Background: an optimization exercise with open tools, aiming at small area and a short achievable clock period. Do not read the settings as production practice.
Function not checked in this run: the RTL went through the layout flow alone.

==> flow/config.mk <==
export PLATFORM = sky130hd
export DESIGN_NAME = glm_update_datapath
export DESIGN_NICKNAME = glm_update_datapath
export VERILOG_FILES = /design/flow/design.v
export SDC_FILE = /design/flow/constraint.sdc
export NUM_CORES = 4
export LEC_CHECK = 0
export CAP_MARGIN = 20
export CORE_MARGIN = 2
export CORE_UTILIZATION = 55
export SLEW_MARGIN = 20
==> flow/constraint.sdc <==
create_clock -name core_clock -period 10.0 [get_ports {clk}]
set_input_delay 2.0000 -clock core_clock [delete_from_list [all_inputs] [get_ports {clk}]]
set_output_delay 2.0000 -clock core_clock [all_outputs]
set_load 0.01 [all_outputs]
==> flow/design.v <==
module glm_update_datapath
#(
    parameter VALUES_PER_LINE = 4
)
(
    input  logic clk,
    input  logic reset,
    input  logic trigger,
    input  logic [31:0] scalar,
    input  logic [32*VALUES_PER_LINE-1:0] vector,
    input  logic [32*VALUES_PER_LINE-1:0] model,
    output logic [32*VALUES_PER_LINE-1:0] result,
    output logic result_valid
);
    localparam LAT = 6;
    logic [LAT-1:0] valid;
    always_ff @(posedge clk)
    begin
        if (reset)
            valid <= '0;
        else
            valid <= {valid[LAT-2:0], trigger};
    end
    assign result_valid = valid[LAT-1];
    logic [31:0] c0_scalar;
    always_ff @(posedge clk)
        c0_scalar <= scalar;
    genvar i;
    generate
        for (i = 0; i < VALUES_PER_LINE; i = i + 1)
        begin: gen_lane
            glm_update_lane lane (
                .clk(clk),
                .scalar(c0_scalar),
                .vector(vector[32*i +: 32]),
                .model(model[32*i +: 32]),
                .result(result[32*i +: 32]));
        end
    endgenerate
endmodule  
module glm_update_lane
(
    input  logic        clk,
    input  logic [31:0] scalar,
    input  logic [31:0] vector,
    input  logic [31:0] model,
    output logic [31:0] result
);
    logic [31:0] c0_b, c0_m;
    always_ff @(posedge clk)
    begin
        c0_b <= vector;
        c0_m <= model;
    end
    wire [31:0] a = scalar;
    wire [31:0] b = c0_b;
    wire       m1_za = (a[30:23] == 8'd0);
    wire       m1_zb = (b[30:23] == 8'd0);
    wire       m1_ea = (a[30:23] == 8'hFF);
    wire       m1_eb = (b[30:23] == 8'hFF);
    wire       m1_fa = (a[22:0] != 23'd0);
    wire       m1_fb = (b[22:0] != 23'd0);
    wire       m1_ia = m1_ea & ~m1_fa;
    wire       m1_ib = m1_eb & ~m1_fb;
    wire       m1_na = m1_ea & m1_fa;
    wire       m1_nb = m1_eb & m1_fb;
    wire [23:0] ma = {1'b1, a[22:0]};
    wire [23:0] mb = {1'b1, b[22:0]};
    wire [35:0] plo = ma * mb[11:0];
    wire [35:0] phi = ma * mb[23:12];
    logic        c1_sign, c1_nan, c1_inf, c1_zero, c1_stlo;
    logic [9:0]  c1_exp;
    logic [35:0] c1_phi;
    logic [23:0] c1_plo;
    logic [31:0] c1_m;
    always_ff @(posedge clk)
    begin
        c1_sign <= a[31] ^ b[31];
        c1_nan  <= m1_na | m1_nb | (m1_ia & m1_zb) | (m1_za & m1_ib);
        c1_inf  <= m1_ia | m1_ib;
        c1_zero <= m1_za | m1_zb;
        c1_exp  <= {2'b00, a[30:23]} + {2'b00, b[30:23]} - 10'd127;
        c1_phi  <= phi;
        c1_plo  <= plo[35:12];
        c1_stlo <= |plo[11:0];
        c1_m    <= c0_m;
    end
    wire [35:0] pu     = c1_phi + {12'd0, c1_plo};    
    wire        p_top  = pu[35];
    wire [22:0] n_mant = p_top ? pu[34:12] : pu[33:11];
    wire        n_g    = p_top ? pu[11] : pu[10];
    wire        n_st   = (p_top ? (|pu[10:0]) : (|pu[9:0])) | c1_stlo;
    wire [9:0]  n_exp  = c1_exp + {9'd0, p_top};
    wire        n_rnd  = n_g & (n_st | n_mant[0]);
    wire [23:0] r_mant = {1'b0, n_mant} + {23'd0, n_rnd};
    wire [9:0]  r_exp  = n_exp + {9'd0, r_mant[23]};
    wire        m_ovf  = !r_exp[9] && (r_exp[8:0] >= 9'd255);
    wire        m_unf  = r_exp[9] || (r_exp == 10'd0);
    logic [31:0] c2_p, c2_m;
    always_ff @(posedge clk)
    begin
        if (c1_nan)
            c2_p <= 32'h7FC00000;
        else if (c1_inf || (!c1_zero && m_ovf))
            c2_p <= {c1_sign, 8'hFF, 23'd0};
        else if (c1_zero || m_unf)
            c2_p <= {c1_sign, 31'd0};
        else
            c2_p <= {c1_sign, r_exp[7:0], r_mant[22:0]};
        c2_m <= c1_m;
    end
    wire        sa = c2_m[31];
    wire        sb = ~c2_p[31];
    wire [7:0]  ea = c2_m[30:23];
    wire [7:0]  eb = c2_p[30:23];
    wire        za = (ea == 8'd0);
    wire        zb = (eb == 8'd0);
    wire        xa = (ea == 8'hFF);
    wire        xb = (eb == 8'hFF);
    wire        fa = (c2_m[22:0] != 23'd0);
    wire        fb = (c2_p[22:0] != 23'd0);
    wire        ia = xa & ~fa;
    wire        ib = xb & ~fb;
    wire        na = xa & fa;
    wire        nb = xb & fb;
    wire        a_big  = c2_m[30:0] >= c2_p[30:0];
    wire        big_s  = a_big ? sa : sb;
    wire [7:0]  big_e  = a_big ? ea : eb;
    wire [22:0] big_f  = a_big ? c2_m[22:0] : c2_p[22:0];
    wire [7:0]  sml_e  = a_big ? eb : ea;
    wire [22:0] sml_f  = a_big ? c2_p[22:0] : c2_m[22:0];
    wire        sml_z  = a_big ? zb : za;
    wire [23:0] sml_m  = sml_z ? 24'd0 : {1'b1, sml_f};
    wire [7:0]  diff_e = big_e - sml_e;
    wire        far    = diff_e > 8'd26;
    wire [4:0]  sh     = far ? 5'd26 : diff_e[4:0];
    wire [49:0] sml_ext = {sml_m, 26'd0} >> sh;
    wire [26:0] sml_al  = far ? {26'd0, ~sml_z} : {sml_ext[49:24], |sml_ext[23:0]};
    logic        c3_sign, c3_sub, c3_nan, c3_inf, c3_bz, c3_ss;
    logic [7:0]  c3_exp;
    logic [22:0] c3_big;
    logic [26:0] c3_sml;
    always_ff @(posedge clk)
    begin
        c3_sign <= big_s;
        c3_sub  <= sa ^ sb;
        c3_nan  <= na | nb | (ia & ib & (sa != sb));
        c3_inf  <= ia | ib;
        c3_bz   <= za & zb;
        c3_ss   <= (ia | ib) ? (ia ? sa : sb) : (sa & sb);
        c3_exp  <= big_e;
        c3_big  <= big_f;
        c3_sml  <= sml_al;
    end
    wire [27:0] big27 = {2'b01, c3_big, 3'd0};
    wire [27:0] sum   = c3_sub ? (big27 - {1'b0, c3_sml}) : (big27 + {1'b0, c3_sml});
    wire [31:0] z0 = {sum[26:0], 5'd0};
    wire        l4 = (z0[31:16] == 16'd0);
    wire [31:0] z1 = l4 ? {z0[15:0], 16'd0} : z0;
    wire        l3 = (z1[31:24] == 8'd0);
    wire [31:0] z2 = l3 ? {z1[23:0], 8'd0} : z1;
    wire        l2 = (z2[31:28] == 4'd0);
    wire [31:0] z3 = l2 ? {z2[27:0], 4'd0} : z2;
    wire        l1 = (z3[31:30] == 2'd0);
    wire [31:0] z4 = l1 ? {z3[29:0], 2'd0} : z3;
    wire        l0 = ~z4[31];
    wire [31:0] z5 = l0 ? {z4[30:0], 1'd0} : z4;
    wire [4:0]  lz = {l4, l3, l2, l1, l0};
    wire [26:0] s_mant = sum[27] ? {sum[27:2], sum[1] | sum[0]} : z5[31:5];
    wire [9:0]  s_exp  = sum[27] ? ({2'b00, c3_exp} + 10'd1) : ({2'b00, c3_exp} - {5'd0, lz});
    logic        c4_sign, c4_nan, c4_inf, c4_bz, c4_ss, c4_cancel;
    logic [9:0]  c4_exp;
    logic [26:0] c4_mant;
    always_ff @(posedge clk)
    begin
        c4_sign   <= c3_sign;
        c4_nan    <= c3_nan;
        c4_inf    <= c3_inf;
        c4_bz     <= c3_bz;
        c4_ss     <= c3_ss;
        c4_cancel <= (sum == 28'd0);
        c4_exp    <= s_exp;
        c4_mant   <= s_mant;
    end
    wire        rnd   = c4_mant[2] & ((|c4_mant[1:0]) | c4_mant[3]);
    wire [24:0] r_m   = {1'b0, c4_mant[26:3]} + {24'd0, rnd};
    wire [9:0]  f_exp = c4_exp + {9'd0, r_m[24]};
    wire [22:0] f_fr  = r_m[24] ? r_m[23:1] : r_m[22:0];
    wire        ovf   = !f_exp[9] && (f_exp[8:0] >= 9'd255);
    wire        unf   = f_exp[9] || (f_exp == 10'd0);
    logic [31:0] c5_q;
    always_ff @(posedge clk)
    begin
        if (c4_nan)
            c5_q <= 32'h7FC00000;
        else if (c4_inf)
            c5_q <= {c4_ss, 8'hFF, 23'd0};
        else if (c4_bz)
            c5_q <= {c4_ss, 31'd0};
        else if (c4_cancel)
            c5_q <= 32'd0;
        else if (ovf)
            c5_q <= {c4_sign, 8'hFF, 23'd0};
        else if (unf)
            c5_q <= {c4_sign, 31'd0};
        else
            c5_q <= {c4_sign, f_exp[7:0], f_fr};
    end
    assign result = c5_q;
endmodule  
==> flow/run.sh <==
#!/bin/bash
# synth_recipe.tcl (not shown) runs the flow's synth.tcl, then flattens the netlist and writes it again
# the make line also repeats each setting of config.mk as NAME=value (left out here)
make -C /OpenROAD-flow-scripts/flow DESIGN_CONFIG=/design/flow/config.mk WORK_HOME=/design/flow/orfs CLKGATE_MAP_FILE= SYNTH_SCRIPT=/design/flow/synth_recipe.tcl finish
==> run summary <==
synthesized netlist by cell type (all sizes together), types with 99 or more instances:
| cell type | count | area share (%) |
|---|---|---|
| nor2b | 120 | 0.51 |
| nand3 | 317 | 1.1 |
| a31oi | 106 | 0.45 |
| inv | 2375 | 6.0 |
| a21oi | 885 | 3.0 |
| and3 | 124 | 0.52 |
| nand4 | 136 | 0.58 |
| buf | 109 | 0.40 |
| nand2b | 120 | 0.51 |
| and2 | 886 | 3.7 |
| xnor2 | 477 | 2.8 |
| xor2 | 249 | 1.5 |
| a211oi | 144 | 0.74 |
| fa | 1780 | 24 |
| a21o | 182 | 0.92 |
| clkbuf | 673 | 1.7 |
| dfxtp | 1534 | 21 |
| nor4 | 146 | 0.62 |
| ha | 1084 | 9.1 |
| mux2i | 251 | 1.7 |
| o21ai | 679 | 2.3 |
| nor2 | 1078 | 2.8 |
| or3 | 99 | 0.42 |
| nand2 | 2249 | 5.7 |
| nor3 | 296 | 1.0 |
worst register-to-register path: cells and delay by family (launching register included):
| kind | cells | cell delay, ps |
|---|---|---|
| adder cells (fa/ha/maj) | 3 | 930 |
| buffers and inverters | 6 | 1280 |
| AND/OR/NAND/NOR | 8 | 2860 |
| AO/OA/AOI/OAI | 13 | 3130 |
| flip-flops | 1 | 530 |
final timing paths:
path,from,to,slack [ps]
setup / recovery,gen_lane[0].lane.c3_sml[0],gen_lane[0].lane.c4_exp[8],1230
hold / removal,gen_lane[0].lane.c0_m[21],gen_lane[0].lane.c1_m[21],300
setup reg to reg,gen_lane[0].lane.c3_sml[0],gen_lane[0].lane.c4_exp[8],1230
hold reg to reg,gen_lane[0].lane.c0_m[21],gen_lane[0].lane.c1_m[21],300
registers in the layout (all words and copies together), names as in the netlist, 6 cells and up:
name,count
c0_scalar,32
gen_lane.lane.c0_b,128
gen_lane.lane.c0_m,128
gen_lane.lane.c1_exp,40
gen_lane.lane.c1_m,128
gen_lane.lane.c1_phi,144
gen_lane.lane.c1_plo,96
gen_lane.lane.c2_m,128
gen_lane.lane.c2_p,128
gen_lane.lane.c3_big,92
gen_lane.lane.c3_exp,32
gen_lane.lane.c3_sml,108
gen_lane.lane.c4_exp,40
gen_lane.lane.c4_mant,108
gen_lane.lane.c5_q,128
valid,6
cells by family (layout without fill, tap and decap cells):
family | count (synthesis) | after routing | synth area share [%]
other | 0 | 12 | 0
buffers and inverters | 3165 | 3312 | 8.13
muxes | 345 | 345 | 2.42
DFF | 1534 | 1534 | 20.7
and+or+nand+nor | 5774 | 5774 | 18.5
adders and majority gates | 2867 | 2867 | 33.2
AOI/OAI and AO/OA | 2948 | 2948 | 12.8
xor gates and xnor gates | 726 | 726 | 4.29
routing by layer:
metal,track usage [%],vias to the layer above,routed length [um]
met4,8.12,14,11100
met2,49.1,4227,191000
li1,-,56713,-
met3,4.64,669,32800
met1,45.1,58792,196000
met5,0,-,90
area by class of cell:
cell class              count  area [sq um]  share of cell area [%]
inverters                2383          8950                    5.53
flip-flops and latches   1534         30800                    19.0
multi-input cells       12660        106000                    65.3
clock buffers             229          4910                    3.03
well taps                3552          4440                    2.75
repair buffers            613          5790                    3.58
diodes                     12          30.0                  0.0186
clock inverters            87          1260                   0.781
stage by stage:
stage	worst slack (ps)	hold WS [ps]	utilization (%)
6_report	1230	299	60.4
2_1_floorplan	2520	310	-
3_3_place_gp	1610	310	58.0
3_5_place_dp	1420	312	58.0
5_1_grt	492	303	60.3
4_1_cts	1380	304	60.3
==> run summary <==
The run finished with no timing, DRC or antenna violations. The number of placed I/O pins came out at 420. The H-tree level count is 4.

The buffer and inverter count on the worst path came out at 6. The cell family contributing the most delay on the critical path is compound AO/OA/AOI/OAI gates. The fraction of layout instances using a drive strength above 1 is around 4.4%. The share of the Yosys chip area taken by registers is about a fifth. The largest net degree at the start of global routing is just under 100. The root cell of the clock tree is clkbuf_16. The count of fill cells added during filler insertion came out at ~24000. The number of cells on the worst reg-to-reg path came out at 30. For this run, the top clock speed supported by timing is ~110 MHz.

The share of the clock period used by the worst path is between 80% and 90%. After detailed routing, the number of remaining DRC violations is 0. The count of max-cap constraint violations came out at 0. The count of final max-slew check failures is 0. The critical path arrival came out at 9600 ps. Global routing used a little under a third of the available tracks across all layers. The total die area is between 0.2 and 0.3 sq mm. After clock tree synthesis, the setup repair step added 0 buffers.

The synthesized cell area came out at around 0.15 sq mm. The number of warning messages in the yosys log came out at 2. The standard cell with the maximum stage delay on the critical path is or4_1. For this block, the routed nets add up to about 430000 um of wire.

The floorplan row count came out at between 150 and 200. The post-synthesis net count is ~20000. The number of buffers added by the clock tree synthesis step came out at roughly 170. The total instance count after detailed placement came out at between 20000 and 25000. The setup TNS came out at 0 ps.

The initial antenna violation count is 36. The first detailed-routing pass took 8 iterations. Among all flip-flop cells after synthesis, the most frequent one is dfxtp_1. The shortest clock period the worst path allows after layout came out at 8770 ps. The die height came out at about 520 um. The layout overhead on the synthesized area came out at 9.07%. The pin slew with the least headroom to its limit came out at between 1000 and 1500 ps. Along the worst hold path, the cell count comes to 0. For this configuration, the core starts out at a cell density of a little under three fifths. The number of cells on the critical path is 30. The worst hold path belongs to the class reg -> reg. TritonCTS built the clock tree. The library cell used most frequently in the layout, excluding fill and tap cells, is inv_1. The placeable core area is 0.268 sq mm.

The post-cts gate resize count came out at 0. Leaving out fill and tap cells, the most frequent cells in the layout are inv_1, nand2_1, fa_1. Leaving out filler cells and counting taps, the final layout contains 21070. Headroom to the max-slew limit came out at between 20% and 30%.

In this run the horizontal extent of the chip is approximately 520 um. The number of synthesized register bits came out at 1534. The post-placement cell area is around 0.16 sq mm. The startpoint kind of the worst setup timing path is a flop. Summed over all nets, the half-perimeter wirelength after detailed placement is around 330000 um.

For this design, the CTS-stage hold fixing added 0 buffers. The wire length of the first global-routing pass is roughly 680000 um. The violation count after the first detailed-route iteration is ~9500. The average wire per standard cell is approximately 20 um. The hold violation total from the final report is 0. The count of unique library cells instantiated by Yosys came out at 130.

Counting every sink on the clock net gives between 1500 and 2000. Of all nets on the critical path, the largest fanout is 31. The final weighted congestion of routability-driven global placement is 0.967.

Yosys mapped a number of flops with a built-in enable equal to 0. The average via count per standard cell came out at around 5.7. The required time reported for the critical path endpoint came out at between 10000 and 15000 ps. The quantity of I/O buffers inserted on ports came out at 419. The post-synthesis cell count came out at approximately 17000. The insertion delay of the later-clocked pin in the worst-skew pair came out at between 800 and 900 ps. Setup repair after global routing left no endpoint under its margin. Setup violations remaining at the end of the flow were counted as 0. The post-synthesis area per instance came out at ~8.5 sq um.

Global routing finished with a remaining overflow of 0. After the last flow step, the layout net total stands at 20521. The number of buffers on the longest clock path came out at 4.

The category of the worst setup path capture point is a flop. The worst clock skew came out at 87.7 ps. The count of nets left with antenna violations after detail routing is 0. The total via count after detailed routing is approximately 120k. The via count of the first global-routing pass is around 120k. The largest incremental delay on the critical path came out at around 600 ps. The clock-pin slew of the registers on the worst-case setup and hold paths is roughly 70 ps. The post-route standard cell area excluding fillers came out at around 0.16 sq mm. The critical path is of the reg -> reg type. The proportion of synthesized flip-flops having asynchronous set or reset is 0%.

-- what the ideal ports hide --
In the flow no input, the clock included, has a driving cell. The finished layout below was timed again as built, in two steps.
Step 1: set_driving_cell puts a clkbuf_16 on clk and a buf_2 on each other input, an assumption about the parent block.
Step 2, shift: input delay + t, output delay - t, t = (earliest + latest rising clock arrival at the registers) / 2. This alone moves slack from input paths to output paths.
Slacks: ideal ports / drivers / drivers and shift; pairs: ideal ports / drivers.
shift t [ns]: 0.956
slack for setup (ns): 1.226 / 1.226 / 1.226
worst setup path after step 2: register to register
worst register clock-pin slew, ns: 0.07 / 0.07
After both steps this run still meets setup and hold. For this run, drivers alone change the setup slack by 0.000 ns; drivers and shift together by 0.000 ns.
